This design comes from an exercise in tuning for small area, a short achievable clock period and few clock cycles per item on the open sky130 flow, not from production work. RTL that was checked went through simulation tests only; none was proved equivalent to the original.

Setup of run D:
## givens8_cordic
module givens8_cordic
(
	input						clk,
	input						rst_n,
	input						start,
	input		[2:0]			index,
	input		[383:0]		data_in,
	output	[383:0]		data_out,
	output					done
);
	localparam [3:0] K_LAST = 4'd4;	 
	reg		[383:0]		r;			 
	reg		[2:0]			idx;
	reg						done_r;
	reg		[3:0]			ka  [0:7];	 
	reg		[3:0]			kb  [0:7];	 
	reg		[7:0]			busy;		 
	reg		[7:0]			pre;		 
	reg		[7:0]			rot;		 
	reg		[7:0]			scl;		 
	reg		[7:0]			s;			 
	assign done = done_r;
	assign data_out = r;
	genvar i;
	wire [7:0] imsb;
	generate for (i = 0; i < 8; i = i + 1) begin : g_msb
		assign imsb[i] = data_in[192 + 24*i + 23];
	end endgenerate
	wire [383:0] lane;
	generate for (i = 0; i < 8; i = i + 1) begin : g_lane
		wire sgn = s[i];
		wire [3:0] kya = ka[i];
		wire [3:0] kxb = kb[i];
		wire signed [23:0] xv = r[24*i +: 24];
		wire signed [23:0] yv = r[192 + 24*i +: 24];
		wire [23:0] ax = pre[i] ? 24'd0 : xv;
		wire [23:0] ay = pre[i] ? 24'd0 : yv;
		wire [23:0] ysh = yv >>> kya;
		wire [23:0] xsh = xv >>> kxb;
		wire [24:0] sx = {ax, 1'b1} + {ysh ^ {24{sgn}}, sgn};
		wire [24:0] sy = {ay, 1'b1} + {xsh ^ {24{~sgn}}, ~sgn};
		assign lane[24*i +: 24]       = sx[24:1];
		assign lane[192 + 24*i +: 24] = sy[24:1];
	end endgenerate
	wire [7:0] lmsb;
	generate for (i = 0; i < 8; i = i + 1) begin : g_lmsb
  ...
==> module givens8_cordic, before the edit <==
module givens8_cordic
(
	input						clk,
	input						rst_n,
	input						start,
	input		[2:0]			index,
	input		[383:0]		data_in,
	output	[383:0]		data_out,
	output					done
);
	localparam [3:0] K_LAST = 4'd4;	 
	reg		[383:0]		r;			 
	reg		[2:0]			idx;
	reg						done_r;
	reg		[3:0]			ka  [0:7];	 
	reg		[3:0]			kb  [0:7];	 
	reg		[7:0]			busy;		 
	reg		[7:0]			pre;		 
	reg		[7:0]			rot;		 
	reg		[7:0]			scl;		 
	reg		[7:0]			s;			 
	assign done = done_r;
	assign data_out = r;
	genvar i;
	wire [7:0] imsb;
	generate for (i = 0; i < 8; i = i + 1) begin : g_msb
		assign imsb[i] = data_in[192 + 24*i + 23];
	end endgenerate
	wire [383:0] lane;
	generate for (i = 0; i < 8; i = i + 1) begin : g_lane
		wire sgn = s[i];
		wire [3:0] kya = ka[i];
		wire [3:0] kxb = kb[i];
		wire signed [23:0] xv = r[24*i +: 24];
		wire signed [23:0] yv = r[192 + 24*i +: 24];
		wire [23:0] ax = pre[i] ? 24'd0 : xv;
		wire [23:0] ay = pre[i] ? 24'd0 : yv;
		wire [23:0] ysh = yv >>> kya;
		wire [23:0] xsh = xv >>> kxb;
		wire [24:0] sx = {ax, 1'b1} + {ysh ^ {24{sgn}}, sgn};
		wire [24:0] sy = {ay, 1'b1} + {xsh ^ {24{~sgn}}, ~sgn};
		assign lane[24*i +: 24]       = sx[24:1];
		assign lane[192 + 24*i +: 24] = sy[24:1];
	end endgenerate
	wire [7:0] lmsb;
	generate for (i = 0; i < 8; i = i + 1) begin : g_lmsb
		assign lmsb[i] = lane[192 + 24*i + 23];
	end endgenerate
	wire snext = lmsb[idx];
	wire [383:0] ring;
	generate for (i = 0; i < 4; i = i + 1) begin : g_ring
		wire [23:0] e0 = r[24*(2*i)       +: 24];
		wire [23:0] e1 = r[192 + 24*(2*i) +: 24];
		wire [23:0] e2 = r[24*(2*i+1)     +: 24];
		wire [23:0] e3 = r[192 + 24*(2*i+1) +: 24];
		wire [23:0] ps, pc;
		reg  [23:0] qs, qc;
		mulk_csa u_csa (.v(e3), .s(ps), .c(pc));
		always @(posedge clk) begin
			qs <= ps;
			qc <= pc;
		end
		assign ring[24*(2*i)       +: 24] = qs + qc;
		assign ring[192 + 24*(2*i) +: 24] = e0;
		assign ring[24*(2*i+1)     +: 24] = e1;
		assign ring[192 + 24*(2*i+1) +: 24] = e2;
	end endgenerate
	generate for (i = 0; i < 8; i = i + 1) begin : g_pair
		wire go = start & ~busy[i];
		always @(posedge clk) begin
			if (busy[i] | start) begin
				r[24*i +: 24]       <= rot[i] ? lane[24*i +: 24] :
				                       scl[i] ? ring[24*i +: 24] : data_in[24*i +: 24];
				r[192 + 24*i +: 24] <= rot[i] ? lane[192 + 24*i +: 24] :
				                       scl[i] ? ring[192 + 24*i +: 24] : data_in[192 + 24*i +: 24];
			end
		end
		always @(posedge clk or negedge rst_n) begin
			if (!rst_n) begin
				busy[i] <= 1'b0;
				pre[i]  <= 1'b0;
				rot[i]  <= 1'b0;
				scl[i]  <= 1'b0;
				ka[i]   <= 4'd0;
				kb[i]   <= 4'd0;
				s[i]    <= 1'b0;
			end
			else if (go) begin
				busy[i] <= 1'b1;
				pre[i]  <= 1'b1;
				rot[i]  <= 1'b1;
				scl[i]  <= 1'b0;
				ka[i]   <= 4'd0;
				kb[i]   <= 4'd0;
				s[i]    <= imsb[index];
			end
			else if (busy[i]) begin
				pre[i] <= 1'b0;
				s[i]   <= snext;
				if (!pre[i]) begin
					ka[i] <= ka[i] + 4'd1;
					kb[i] <= kb[i] + 4'd1;
				end
				if (rot[i] && !pre[i] && ka[i] == 4'd15) begin
					rot[i] <= 1'b0;
					scl[i] <= 1'b1;
				end
				if (scl[i] && ka[i] == K_LAST) begin
					busy[i] <= 1'b0;
					scl[i]  <= 1'b0;
				end
			end
		end
	end endgenerate
	always @(posedge clk) begin
		if (start & ~busy[0]) idx <= index;
	end
	always @(posedge clk or negedge rst_n) begin
		if (!rst_n)
			done_r <= 1'b0;
		else if (start & ~busy[0])
			done_r <= 1'b0;
		else if (scl[0] && ka[0] == K_LAST)
			done_r <= 1'b1;
	end
endmodule
export LEC_CHECK = 0
export CAP_MARGIN = 20
export CORE_MARGIN = 2
export CORE_UTILIZATION = 40
export SLEW_MARGIN = 20
create_clock -name core_clock -period 20.0 [get_ports {clk}]
standard.sh (not shown) runs the stock make flow with config.mk's settings and CLKGATE_MAP_FILE= SYNTH_SCRIPT=/design/flow/synth_recipe.tcl, a recipe that flattens the netlist after the stock synthesis.
==> flow/flow/run.sh <==
#!/bin/bash
# Standard synthesis (standard.sh synth, unchanged) and the standard ORFS
# layout, with changes only to the cells the layout steps may insert:
# - port buffers are buf_2 (buffer_ports -buffer_cell) instead of the
#   default delay buffer;
# - each layout step marks the delay buffers clkdlybuf4s* don't-use, so the
#   resizer's buffers are ordinary buffers.
set -euo pipefail
bash standard.sh synth > synth.log 2>&1
export BUFFER_PORTS_ARGS="-buffer_cell sky130_fd_sc_hd__buf_2"
H="$PWD/flow/dont_use.tcl"
for step in FLOORPLAN GLOBAL_PLACE RESIZE DETAIL_PLACE REPAIR_TIMING_POST_PLACE CTS GLOBAL_ROUTE DETAIL_ROUTE; do
  export PRE_${step}_TCL="$H"
done
bash standard.sh finish > layout.log 2>&1
==> flow/flow/dont_use.tcl <==
# Sourced at the start of each layout step: keep the resizer from picking the
# slow delay buffers (clkdlybuf4s*) for the buffers it inserts.
set_dont_use [get_lib_cells sky130_fd_sc_hd__clkdlybuf4s*]
Testbench counts of run D, summed over its fixed seeds: cycles 73,608, items 3,200.
Setup changes, run D to run A
--- a/flow/design.v
+++ b/flow/design.v
@@ -307,15 +307,15 @@
 	output	[383:0]		data_out,
 	output					done
 );
-	localparam [3:0] K_LAST = 4'd4;	 
+	localparam [4:0] C_ROT  = 5'd16;	 
+	localparam [4:0] C_LAST = 5'd21;	 
 	reg		[383:0]		r;			 
 	reg		[2:0]			idx;
 	reg						done_r;
-	reg		[3:0]			ka  [0:7];	 
-	reg		[3:0]			kb  [0:7];	 
+	reg		[4:0]			c   [0:7];	 
+	reg		[3:0]			k   [0:7];	 
 	reg		[7:0]			busy;		 
 	reg		[7:0]			pre;		 
-	reg		[7:0]			rot;		 
 	reg		[7:0]			scl;		 
 	reg		[7:0]			s;			 
 	assign done = done_r;
@@ -328,14 +328,13 @@
 	wire [383:0] lane;
 	generate for (i = 0; i < 8; i = i + 1) begin : g_lane
 		wire sgn = s[i];
-		wire [3:0] kya = ka[i];
-		wire [3:0] kxb = kb[i];
+		wire [3:0] kk = k[i];
 		wire signed [23:0] xv = r[24*i +: 24];
 		wire signed [23:0] yv = r[192 + 24*i +: 24];
 		wire [23:0] ax = pre[i] ? 24'd0 : xv;
 		wire [23:0] ay = pre[i] ? 24'd0 : yv;
-		wire [23:0] ysh = yv >>> kya;
-		wire [23:0] xsh = xv >>> kxb;
+		wire [23:0] ysh = yv >>> kk;
+		wire [23:0] xsh = xv >>> kk;
 		wire [24:0] sx = {ax, 1'b1} + {ysh ^ {24{sgn}}, sgn};
 		wire [24:0] sy = {ay, 1'b1} + {xsh ^ {24{~sgn}}, ~sgn};
 		assign lane[24*i +: 24]       = sx[24:1];
@@ -367,44 +366,39 @@
 	generate for (i = 0; i < 8; i = i + 1) begin : g_pair
 		wire go = start & ~busy[i];
 		always @(posedge clk) begin
-			if (busy[i] | start) begin
-				r[24*i +: 24]       <= rot[i] ? lane[24*i +: 24] :
-				                       scl[i] ? ring[24*i +: 24] : data_in[24*i +: 24];
-				r[192 + 24*i +: 24] <= rot[i] ? lane[192 + 24*i +: 24] :
-				                       scl[i] ? ring[192 + 24*i +: 24] : data_in[192 + 24*i +: 24];
+			if (busy[i]) begin
+				r[24*i +: 24]       <= scl[i] ? ring[24*i +: 24]       : lane[24*i +: 24];
+				r[192 + 24*i +: 24] <= scl[i] ? ring[192 + 24*i +: 24] : lane[192 + 24*i +: 24];
+			end
+			else if (start) begin
+				r[24*i +: 24]       <= data_in[24*i +: 24];
+				r[192 + 24*i +: 24] <= data_in[192 + 24*i +: 24];
 			end
 		end
 		always @(posedge clk or negedge rst_n) begin
 			if (!rst_n) begin
 				busy[i] <= 1'b0;
 				pre[i]  <= 1'b0;
-				rot[i]  <= 1'b0;
 				scl[i]  <= 1'b0;
-				ka[i]   <= 4'd0;
-				kb[i]   <= 4'd0;
+				c[i]    <= 5'd0;
+				k[i]    <= 4'd0;
 				s[i]    <= 1'b0;
 			end
 			else if (go) begin
 				busy[i] <= 1'b1;
 				pre[i]  <= 1'b1;
-				rot[i]  <= 1'b1;
 				scl[i]  <= 1'b0;
-				ka[i]   <= 4'd0;
-				kb[i]   <= 4'd0;
+				c[i]    <= 5'd0;
+				k[i]    <= 4'd0;
 				s[i]    <= imsb[index];
 			end
 			else if (busy[i]) begin
 				pre[i] <= 1'b0;
+				c[i]   <= c[i] + 5'd1;
+				if (!pre[i]) k[i] <= k[i] + 4'd1;
 				s[i]   <= snext;
-				if (!pre[i]) begin
-					ka[i] <= ka[i] + 4'd1;
-					kb[i] <= kb[i] + 4'd1;
-				end
-				if (rot[i] && !pre[i] && ka[i] == 4'd15) begin
-					rot[i] <= 1'b0;
-					scl[i] <= 1'b1;
-				end
-				if (scl[i] && ka[i] == K_LAST) begin
+				if (c[i] == C_ROT) scl[i] <= 1'b1;
+				if (c[i] == C_LAST) begin
 					busy[i] <= 1'b0;
 					scl[i]  <= 1'b0;
 				end
@@ -419,7 +413,7 @@
 			done_r <= 1'b0;
 		else if (start & ~busy[0])
 			done_r <= 1'b0;
-		else if (scl[0] && ka[0] == K_LAST)
+		else if (busy[0] && c[0] == C_LAST)
 			done_r <= 1'b1;
 	end
 endmodule
Notes after the runs:
- Clock period minus worst slack ends up lower on run D.
- In terms of sequential share of layout area, run D and run A differ only marginally.
- Total die area in run A is 0.39% higher than in run D
- Summary: with run D as the reference, design area in run A moved up slightly.
- Going from run D to run A, overall die width did not really move; XOR/XNOR share of the synthesized area shows an increase of 0.48 points.
Function not checked in run A: the RTL went through the layout flow alone.

## what the ideal ports hide
The results above use ideal ports. As a check the final layouts listed here were re-extracted and re-timed, cells and wires unchanged. Step 1: set_driving_cell puts a clkbuf_16 on clk and a buf_2 on each other input, an assumption about the parent block. Step 2 moves the port delays by t, midway between the first and last clock arrival at a register: inputs arrive t later, outputs are due t later. That takes back most of the time a late clock gives input paths. Slacks: no drivers / after step 1 / after step 2; pairs: no drivers / after step 1.
run | shift t [ns] | slack for setup (ns) | worst setup path at the end
run D | 0.801 | 13.224 / 13.224 / 12.916 | input to register
run A | 0.823 | 13.178 / 13.178 / 13.136 | input to register
After both steps every run listed still meets setup and hold. The setup slack of run D, which loses most, moves by 0.000 ns with the drivers and by -0.308 ns with both steps.
